Context: an optimization exercise on an open-source flow, tuned for small area and a short achievable clock period. The choices shown serve that exercise and are no tape-out recipe. RTL that was checked went through simulation tests only; none was proved equivalent to the original. No activity file was given, so power comes from the tool's default toggle rates.

## v6
==> flow/design.v (excerpt) <==
module mm2s_dds_modulator(
    input wire          S_AXI_CLK,
    input wire          S_AXI_ARESETN,
    output wire         S_AXI_AWREADY,
    input wire   [31:0] S_AXI_AWADDR,
    input wire          S_AXI_AWVALID,
    output wire         S_AXI_WREADY,
    input wire   [31:0] S_AXI_WDATA,
    input wire   [3:0]  S_AXI_WSTRB,
    input wire          S_AXI_WVALID,
    input wire          S_AXI_BREADY,
    output wire  [1:0]  S_AXI_BRESP,
    output wire         S_AXI_BVALID,
    output wire         S_AXI_ARREADY,
    input wire   [31:0] S_AXI_ARADDR,
    input wire          S_AXI_ARVALID,
    input wire          S_AXI_RREADY,
    output wire  [31:0] S_AXI_RDATA,
    output wire  [1:0]  S_AXI_RRESP,
    output wire         S_AXI_RVALID,
    output wire dds_en_o,
    output wire [71:0] m_axis_modulation_tdata,
    output wire m_axis_modulation_tvalid,
    output wire m_axis_modulation_tlast,
    input wire m_axis_modulation_tready
);
    wire clk  = S_AXI_CLK;
    wire rstn = S_AXI_ARESETN;
    localparam [16:0] LFSR_LAST = 17'h1C742;
    reg w_data, w_resp;
    reg [2:0] widx;      
    always @(posedge clk) begin
        if (!rstn) begin
  ...
Settings: LEC_CHECK=0, CAP_MARGIN=20, CORE_MARGIN=2, CORE_UTILIZATION=40, CTS_CLUSTER_DIAMETER=120, CTS_CLUSTER_SIZE=24, SETUP_SLACK_MARGIN=2.5, SLEW_MARGIN=20; clock period 5.5 ns.
standard.sh (not shown) runs the stock make flow with config.mk's settings and CLKGATE_MAP_FILE= SYNTH_SCRIPT=/design/flow/synth_recipe.tcl, a recipe that flattens the netlist after the stock synthesis.
==> flow/flow/run.sh <==
#!/bin/bash
cp standard.sh standard_sh.log
export BUFFER_PORTS_ARGS="-buffer_cell sky130_fd_sc_hd__buf_1"
bash standard.sh > standard.log 2>&1
Edits applied to the flow inputs when going from v6 to v7:
--- a/flow/design.v
+++ b/flow/design.v
@@ -163,22 +163,24 @@
     wire        ge_w   = p_clr ? ~|tau_w : p_inc ? ge_iw : ge_hw;
     wire        ge_r   = p_clr ? tz_q : p_inc ? ge_ir : ge_q;
     wire        ge_x   = we2 ? ge_w : ge_r;
     wire        tz_n   = !rstn | (we2 ? ~|tau_w : tz_q);
     wire ge_n = !rstn | ge_x;
     wire        ramp  = sb[2] & sb[1];
     wire        run   = en & sb[1] & pto_n;
     wire        mcmp;
     dds_cmp_ge #(.W(30), .L(5)) u_mcmp (.a(mcnt), .b(phigh), .ge(mcmp));
     wire [29:0] mstart = ramp ? pinc : 30'd0;
-    wire [29:0] msum;
-    dds_add #(.W(30), .L(5)) u_madd (.a(mcnt), .b(sb[2] ? delta : 30'd1), .s(msum));
+    wire [29:0] msum_d, msum_1;
+    dds_add #(.W(30), .L(5)) u_madd (.a(mcnt), .b(delta), .s(msum_d));
+    assign msum_1 = mcnt + 30'd1;
+    wire [29:0] msum = sb[2] ? msum_d : msum_1;
     wire [29:0] mcnt_n = (run && !mcmp) ? msum : mstart;
     wire        barker_en = ~sb[2] & sb[1] & pto_n;
     wire        bwrap     = (bcnt == bnum - 4'd1);
     wire [3:0]  bcnt_inc  = bcnt + 4'd1;
     wire        bstep     = run & mcmp;
     wire [3:0]  bcnt_n    = (!barker_en) ? 4'd0 : !bstep ? bcnt : bwrap ? 4'd0 : bcnt_inc;
     wire [15:0] code_n    = {3'b000, code_x};
     wire        code_hold = code_n[bcnt];
     wire        code_inc  = bwrap ? code_n[0] : code_n[bcnt_inc];
     wire        code_bit  = (!barker_en) ? code_n[0] : bstep ? code_inc : code_hold;
Findings:
v7 completed; timing, DRC and antenna clean
Going from v6 to v7, total power saw an increase; mux cell area share after synthesis saw a decrease; worst hold slack saw a decrease; clock-cell share of area saw little to no change.
Worst hold path depth: v7 vs v6 down 1
Only the layout flow was run in v7; the RTL was not checked for function there.

The RTL this note starts from:
==> flow/design.v <==
package dds_modulator_pkg;
parameter FCLK_MHZ = 125;
parameter ENABLE_BIT = 0;
parameter DEBUG_BIT = 1;
parameter STATE_BITS = 3;    
parameter CONT_NO_MOD =     3'b?01;    
parameter CONT_MOD_FREC =   3'b111;
parameter CONT_MOD_PHASE =  3'b011;
parameter PULS_NO_MOD =     3'b?00;
parameter PULS_MOD_FREC =   3'b110;
parameter PULS_MOD_PHASE =  3'b010;
parameter PULS_NO_MOD_TB =     3'b000;
parameter CONT_NO_MOD_TB =  3'b001;    
parameter PERIOD_COUNTER_BITS = 15;
parameter PINC_BITS = 30;    
parameter BARKER_2 = 2'b10;
parameter BARKER_3 = 3'b110;
parameter BARKER_4 = 4'b1011;
parameter BARKER_5 = 5'b11101;
parameter BARKER_7 = 7'b1110010;
parameter BARKER_11 = 11'b11100010010;
parameter BARKER_13 = 13'b1111100110101;
parameter PHASE_OFFSET_180 = 536870911;
parameter MAX_DEBUG_PACKETS = 125000;
endpackage
`timescale 1ns / 1ps
module mm2s_dds_modulator(
    input wire          S_AXI_CLK,
    input wire          S_AXI_ARESETN,
    output wire         S_AXI_AWREADY,
    input wire   [31:0] S_AXI_AWADDR,
    input wire          S_AXI_AWVALID,
    output wire         S_AXI_WREADY,
    input wire   [31:0] S_AXI_WDATA,
    input wire   [3:0]  S_AXI_WSTRB,
    input wire          S_AXI_WVALID,
    input wire          S_AXI_BREADY,
    output wire  [1:0]  S_AXI_BRESP,
    output wire         S_AXI_BVALID,
    output wire         S_AXI_ARREADY,
    input wire   [31:0] S_AXI_ARADDR,
    input wire          S_AXI_ARVALID,
    input wire          S_AXI_RREADY,
    output wire  [31:0] S_AXI_RDATA,
    output wire  [1:0]  S_AXI_RRESP,
    output wire         S_AXI_RVALID,
    output wire dds_en_o,
    output wire [71:0] m_axis_modulation_tdata,
    output wire m_axis_modulation_tvalid,
    output wire m_axis_modulation_tlast,
    input wire m_axis_modulation_tready
);
    wire clk  = S_AXI_CLK;
    wire rstn = S_AXI_ARESETN;
    localparam [16:0] LFSR_LAST = 17'h1C742;
    reg w_data, w_resp;
    reg [2:0] widx;      
    always @(posedge clk) begin
        if (!rstn) begin
            w_data <= 1'b0;
            w_resp <= 1'b0;
        end else begin
            w_data <= w_data ? ~S_AXI_WVALID : (~w_resp & S_AXI_AWVALID);
            w_resp <= w_resp ? ~S_AXI_BREADY : (w_data & S_AXI_WVALID);
        end
    end
    assign S_AXI_AWREADY = ~(w_data | w_resp);
    assign S_AXI_WREADY  = w_data;
    assign S_AXI_BVALID  = w_resp;
    assign S_AXI_BRESP   = 2'b00;
    wire aw_bad = |S_AXI_AWADDR[1:0] | |S_AXI_AWADDR[7:5] | (S_AXI_AWADDR[4] & S_AXI_AWADDR[3]);
    always @(posedge clk)
        if (!w_data) widx <= aw_bad ? 3'd7 : S_AXI_AWADDR[4:2];
    wire wr = w_data & S_AXI_WVALID;
    wire we0 = wr & (widx == 3'd0);
    wire we1 = wr & (widx == 3'd1);
    wire we2 = wr & (widx == 3'd2);
    wire we3 = wr & (widx == 3'd3);
    wire we4 = wr & (widx == 3'd4);
    wire we5 = wr & (widx == 3'd5);
    reg [31:0] cfg0, cfg1, cfg2, cfg3, cfg4, cfg5;
    reg tlast_q;
    wire [31:0] wd  = S_AXI_WDATA;
    wire [31:0] wdr = {32{rstn}} & wd;
    wire le0 = we0 | !rstn, le1 = we1 | !rstn, le2 = we2 | !rstn;
    wire le3 = we3 | !rstn, le4 = we4 | !rstn, le5 = we5 | !rstn;
    wire [2:0]  sb_x   = we1 ? wd[2:0] : cfg1[2:0];
    wire [12:0] code_x = we5 ? wd[12:0] : cfg5[12:0];
    always @(posedge clk) begin
        if (le0) begin
            cfg0[0]    <= wdr[0];
            cfg0[31:2] <= wdr[31:2];
        end
        cfg0[1] <= !rstn ? 1'b0 : cfg0[1] ? ~tlast_q : (we0 & wd[1]);
        if (le1) cfg1 <= wdr;
        if (le2) cfg2 <= wdr;
        if (le3) cfg3 <= wdr;
        if (le4) cfg4 <= wdr;
        if (le5) cfg5 <= wdr;
    end
    reg r_valid;
    reg [31:0] rdata;
    always @(posedge clk) begin
        if (!rstn) r_valid <= 1'b0;
        else       r_valid <= r_valid ? ~S_AXI_RREADY : S_AXI_ARVALID;
    end
    assign S_AXI_ARREADY = ~r_valid;
    assign S_AXI_RVALID  = r_valid;
    assign S_AXI_RDATA   = rdata;
    assign S_AXI_RRESP   = 2'b00;
    wire ar_bad = |S_AXI_ARADDR[1:0] | |S_AXI_ARADDR[7:5];
    reg [31:0] rsel;
    always @(*) begin
        case (S_AXI_ARADDR[4:2])
            3'd0: rsel = cfg0;
            3'd1: rsel = cfg1;
            3'd2: rsel = cfg2;
            3'd3: rsel = cfg3;
            3'd4: rsel = cfg4;
            3'd5: rsel = cfg5;
            default: rsel = 32'd0;
        endcase
        if (ar_bad) rsel = 32'd0;
    end
    always @(posedge clk)
        if (!r_valid) rdata <= rsel;
    wire        en     = cfg0[0];
    wire        dbg    = cfg0[1];
    wire [2:0]  sb     = cfg1[2:0];
    wire [14:0] period = cfg2[14:0];
    wire [29:0] pinc   = cfg3[29:0];
    wire [29:0] phigh  = cfg4[29:0];
    wire [29:0] delta  = cfg5[29:0];
    wire [3:0]  bnum   = cfg5[31:28];
    reg  [14:0] pcnt;
    reg         ge_q;        
    reg         tz_q;        
    reg  [29:0] mcnt;
    reg  [3:0]  bcnt;
    reg         sel_m_q;     
    reg         sel_p_q;     
    reg         offset_q;    
    reg  [16:0] lfsr;
    wire pto_n = sb[0] | ~ge_q;             
    wire [14:0] pcnt_inc = pcnt + 15'd1;
    wire        p_clr  = !sb[0] && pcnt == period;
    wire        p_inc  = !sb[0] && en;
    wire [14:0] pcnt_x = p_clr ? 15'd0 : p_inc ? pcnt_inc : pcnt;
    wire [14:0] pcnt_n = {15{rstn}} & pcnt_x;
    wire [14:0] tau_w  = wd[30:16];
    wire        ge_hw, ge_iw;        
    dds_cmp_ge #(.W(15), .L(4)) u_ge_hw (.a(pcnt), .b(tau_w), .ge(ge_hw));
    dds_cmp_ge #(.W(15), .L(4)) u_ge_iw (.a(pcnt_inc), .b(tau_w), .ge(ge_iw));
    wire        ge_ir  = (&pcnt) ? tz_q : (ge_q | (pcnt_inc == cfg2[30:16]));
    wire        ge_w   = p_clr ? ~|tau_w : p_inc ? ge_iw : ge_hw;
    wire        ge_r   = p_clr ? tz_q : p_inc ? ge_ir : ge_q;
    wire        ge_x   = we2 ? ge_w : ge_r;
    wire        tz_n   = !rstn | (we2 ? ~|tau_w : tz_q);
    wire ge_n = !rstn | ge_x;
    wire        ramp  = sb[2] & sb[1];
    wire        run   = en & sb[1] & pto_n;
    wire        mcmp;
    dds_cmp_ge #(.W(30), .L(5)) u_mcmp (.a(mcnt), .b(phigh), .ge(mcmp));
    wire [29:0] mstart = ramp ? pinc : 30'd0;
    wire [29:0] msum;
    dds_add #(.W(30), .L(5)) u_madd (.a(mcnt), .b(sb[2] ? delta : 30'd1), .s(msum));
    wire [29:0] mcnt_n = (run && !mcmp) ? msum : mstart;
    wire        barker_en = ~sb[2] & sb[1] & pto_n;
    wire        bwrap     = (bcnt == bnum - 4'd1);
    wire [3:0]  bcnt_inc  = bcnt + 4'd1;
    wire        bstep     = run & mcmp;
    wire [3:0]  bcnt_n    = (!barker_en) ? 4'd0 : !bstep ? bcnt : bwrap ? 4'd0 : bcnt_inc;
    wire [15:0] code_n    = {3'b000, code_x};
    wire        code_hold = code_n[bcnt];
    wire        code_inc  = bwrap ? code_n[0] : code_n[bcnt_inc];
    wire        code_bit  = (!barker_en) ? code_n[0] : bstep ? code_inc : code_hold;
    wire        bmode_n   = ~sb_x[2] & sb_x[1];
    wire        offset_n  = bmode_n & ~code_bit;
    wire        pon_n  = sb_x[0] | ~ge_x;
    wire        ramp_n = sb_x[2] & sb_x[1];
    wire        cnt_go  = rstn & m_axis_modulation_tready & en & dbg & ~tlast_q;
    wire [16:0] lfsr_n  = cnt_go ? {lfsr[15:0], ~(lfsr[16] ^ lfsr[13])} : 17'd0;
    wire        tlast_n = cnt_go & (lfsr == LFSR_LAST);
    always @(posedge clk) begin
        pcnt     <= pcnt_n;
        ge_q     <= ge_n;
        tz_q     <= tz_n;
        mcnt     <= mcnt_n;
        bcnt     <= bcnt_n;
        offset_q <= offset_n;
        sel_m_q  <= ramp_n & pon_n;
        sel_p_q  <= ~ramp_n & pon_n;
        lfsr     <= lfsr_n;
        tlast_q  <= tlast_n;
    end
    assign dds_en_o = en;
    assign m_axis_modulation_tvalid = en & m_axis_modulation_tready;
    assign m_axis_modulation_tlast  = tlast_q;
    assign m_axis_modulation_tdata  = {7'b0, ~sb[0] & ge_q, 2'b00, 1'b0, {29{offset_q}}, 2'b00,
                                       ({30{sel_m_q}} & mcnt) | ({30{sel_p_q}} & pinc)};
endmodule
module dds_cmp_ge #(parameter W = 15, parameter L = 4) (
    input  [W-1:0] a,
    input  [W-1:0] b,
    output         ge
);
    localparam N = 1 << L;
    wire [N*(L+1)-1:0] gt, lt;
    genvar i, l;
    generate
        for (i = 0; i < N; i = i + 1) begin : lv0
            if (i < W) begin : leaf
                assign gt[i] = a[i] & ~b[i];
                assign lt[i] = ~a[i] & b[i];
            end else begin : pad
                assign gt[i] = 1'b0;
                assign lt[i] = 1'b0;
            end
        end
        for (l = 0; l < L; l = l + 1) begin : lv
            for (i = 0; i < N; i = i + 1) begin : nd
                if (i < (N >> (l + 1))) begin : node
                    assign gt[(l+1)*N + i] = gt[l*N + 2*i + 1] | (~lt[l*N + 2*i + 1] & gt[l*N + 2*i]);
                    assign lt[(l+1)*N + i] = lt[l*N + 2*i + 1] | (~gt[l*N + 2*i + 1] & lt[l*N + 2*i]);
                end else begin : unused
                    assign gt[(l+1)*N + i] = 1'b0;
                    assign lt[(l+1)*N + i] = 1'b0;
                end
            end
        end
    endgenerate
    assign ge = ~lt[L*N];
endmodule
module dds_add #(parameter W = 30, parameter L = 5) (
    input  [W-1:0] a,
    input  [W-1:0] b,
    output [W-1:0] s
);
    wire [W*(L+1)-1:0] g, p;
    genvar i, l;
    generate
        for (i = 0; i < W; i = i + 1) begin : lv0
            assign g[i] = a[i] & b[i];
            assign p[i] = a[i] ^ b[i];
        end
        for (l = 0; l < L; l = l + 1) begin : lv
            for (i = 0; i < W; i = i + 1) begin : nd
                if ((i >> l) & 1) begin : node
                    assign g[(l+1)*W + i] = g[l*W + i] | (p[l*W + i] & g[l*W + ((i >> l) << l) - 1]);
                    assign p[(l+1)*W + i] = p[l*W + i] & p[l*W + ((i >> l) << l) - 1];
                end else begin : pass
                    assign g[(l+1)*W + i] = g[l*W + i];
                    assign p[(l+1)*W + i] = p[l*W + i];
                end
            end
        end
    endgenerate
    assign s = p[W-1:0] ^ {g[L*W +: W-1], 1'b0};
endmodule
==> flow/config.mk <==
export PLATFORM = sky130hd
export DESIGN_NAME = mm2s_dds_modulator
export DESIGN_NICKNAME = mm2s_dds_modulator
export VERILOG_FILES = /design/flow/design.v
export SDC_FILE = /design/flow/constraint.sdc
export NUM_CORES = 4
export LEC_CHECK = 0
export CAP_MARGIN = 20
export CORE_MARGIN = 2
export CORE_UTILIZATION = 40
export CTS_CLUSTER_DIAMETER = 120
export CTS_CLUSTER_SIZE = 24
export SETUP_SLACK_MARGIN = 2.5
export SLEW_MARGIN = 20
==> flow/constraint.sdc <==
create_clock -name core_clock -period 5.5 [get_ports {S_AXI_CLK}]
set_input_delay 1.1000 -clock core_clock [delete_from_list [all_inputs] [get_ports {S_AXI_CLK}]]
set_output_delay 1.1000 -clock core_clock [all_outputs]
set_load 0.01 [all_outputs]
Scripts as last shown in full above: flow/flow/run.sh
==> next run, changes <==
--- a/flow/design.v
+++ b/flow/design.v
@@ -79,25 +79,33 @@
     wire we4 = wr & (widx == 3'd4);
     wire we5 = wr & (widx == 3'd5);
     reg [31:0] cfg0, cfg1, cfg2, cfg3, cfg4, cfg5;
     reg tlast_q;
-    wire [31:0] wd  = S_AXI_WDATA;
-    wire [31:0] wdr = {32{rstn}} & wd;
-    wire le0 = we0 | !rstn, le1 = we1 | !rstn, le2 = we2 | !rstn;
-    wire le3 = we3 | !rstn, le4 = we4 | !rstn, le5 = we5 | !rstn;
+    wire ld0 = rstn & we0, hd0 = rstn & ~we0;
+    wire ld1 = rstn & we1, hd1 = rstn & ~we1;
+    wire ld2 = rstn & we2, hd2 = rstn & ~we2;
+    wire ld3 = rstn & we3, hd3 = rstn & ~we3;
+    wire ld4 = rstn & we4, hd4 = rstn & ~we4;
+    wire ld5 = rstn & we5, hd5 = rstn & ~we5;
+    wire [31:0] wd = S_AXI_WDATA;
     wire [2:0]  sb_x   = we1 ? wd[2:0] : cfg1[2:0];
     wire [12:0] code_x = we5 ? wd[12:0] : cfg5[12:0];
-    always @(posedge clk) begin
-        if (le0) begin
-            cfg0[0]    <= wdr[0];
-            cfg0[31:2] <= wdr[31:2];
-        end
-        cfg0[1] <= !rstn ? 1'b0 : cfg0[1] ? ~tlast_q : (we0 & wd[1]);
-        if (le1) cfg1 <= wdr;
-        if (le2) cfg2 <= wdr;
-        if (le3) cfg3 <= wdr;
-        if (le4) cfg4 <= wdr;
-        if (le5) cfg5 <= wdr;
+    wire [31:0] cfg0_n;
+    assign cfg0_n[0]    = (ld0 & wd[0]) | (hd0 & cfg0[0]);
+    assign cfg0_n[1]    = !rstn ? 1'b0 : cfg0[1] ? ~tlast_q : (we0 & wd[1]);
+    assign cfg0_n[31:2] = ({30{ld0}} & wd[31:2]) | ({30{hd0}} & cfg0[31:2]);
+    wire [31:0] cfg1_n = {({29{ld1}} & wd[31:3]) | ({29{hd1}} & cfg1[31:3]), {3{rstn}} & sb_x};
+    wire [31:0] cfg2_n = ({32{ld2}} & wd) | ({32{hd2}} & cfg2);
+    wire [31:0] cfg3_n = ({32{ld3}} & wd) | ({32{hd3}} & cfg3);
+    wire [31:0] cfg4_n = ({32{ld4}} & wd) | ({32{hd4}} & cfg4);
+    wire [31:0] cfg5_n = {({19{ld5}} & wd[31:13]) | ({19{hd5}} & cfg5[31:13]), {13{rstn}} & code_x};
+    always @(posedge clk) begin
+        cfg0 <= cfg0_n;
+        cfg1 <= cfg1_n;
+        cfg2 <= cfg2_n;
+        cfg3 <= cfg3_n;
+        cfg4 <= cfg4_n;
+        cfg5 <= cfg5_n;
     end
     reg r_valid;
     reg [31:0] rdata;
     always @(posedge clk) begin
@@ -170,11 +178,9 @@
     wire [3:0]  bcnt_inc  = bcnt + 4'd1;
     wire        bstep     = run & mcmp;
     wire [3:0]  bcnt_n    = (!barker_en) ? 4'd0 : !bstep ? bcnt : bwrap ? 4'd0 : bcnt_inc;
     wire [15:0] code_n    = {3'b000, code_x};
-    wire        code_hold = code_n[bcnt];
-    wire        code_inc  = bwrap ? code_n[0] : code_n[bcnt_inc];
-    wire        code_bit  = (!barker_en) ? code_n[0] : bstep ? code_inc : code_hold;
+    wire        code_bit  = code_n[bcnt_n];
     wire        bmode_n   = ~sb_x[2] & sb_x[1];
     wire        offset_n  = bmode_n & ~code_bit;
     wire        pon_n  = sb_x[0] | ~ge_x;
     wire        ramp_n = sb_x[2] & sb_x[1];
=>
- worst setup slack loses 41 ps
- combinational power shrinks by 65%
- clock power stays flat
- wire length went up by 8.2%
- sequential share of layout area came out lower by 11 points
- die area barely changes
- design area hardly moves
- clock skew hardly moves
- synthesized cell count rises by 31%
- power is lower by 16%
- global-route usage went up by 1.5 points
- cell count rises by 19%
- core utilization is about the same
- non-clock buffer count went up by 18
Function was not checked in any run of this note: the RTL went through the layout flow alone.

static timing again, ports no longer ideal:
No port has a modelled driver above. Below, the same layouts with a new extraction and two added sets of constraints.
Step 1 (the two cells are an assumption about what drives the block):
set clk [get_ports {S_AXI_CLK}]
set_driving_cell -lib_cell sky130_fd_sc_hd__clkbuf_16 $clk
set_driving_cell -lib_cell sky130_fd_sc_hd__buf_2 [delete_from_list [all_inputs] $clk]
Step 2, shift: input delay + t, output delay - t, t = (earliest + latest rising clock arrival at the registers) / 2. This alone moves slack from input paths to output paths.
Three values: ideal, step 1, step 2; two values: the first two.
| run | t (ns) | setup WS [ns] | worst setup path after step 2 | worst register clock-pin slew, ns |
|---|---|---|---|---|
| v6 | 0.566 | 2.535 / 2.535 / 2.042 | input to register | 0.10 / 0.10 |
| v7 | 0.555 | 2.535 / 2.535 / 2.086 | input to register | 0.11 / 0.11 |
| the first run of note 2 | 0.556 | 2.369 / 2.369 / 1.984 | input to register | 0.11 / 0.11 |
| the second run of note 2 | 0.578 | 2.328 / 2.328 / 2.035 | input to register | 0.11 / 0.11 |
After both steps setup and hold are still met in every run listed. The setup slack of v6, which loses most, moves by 0.000 ns with the drivers and by -0.493 ns with both steps.
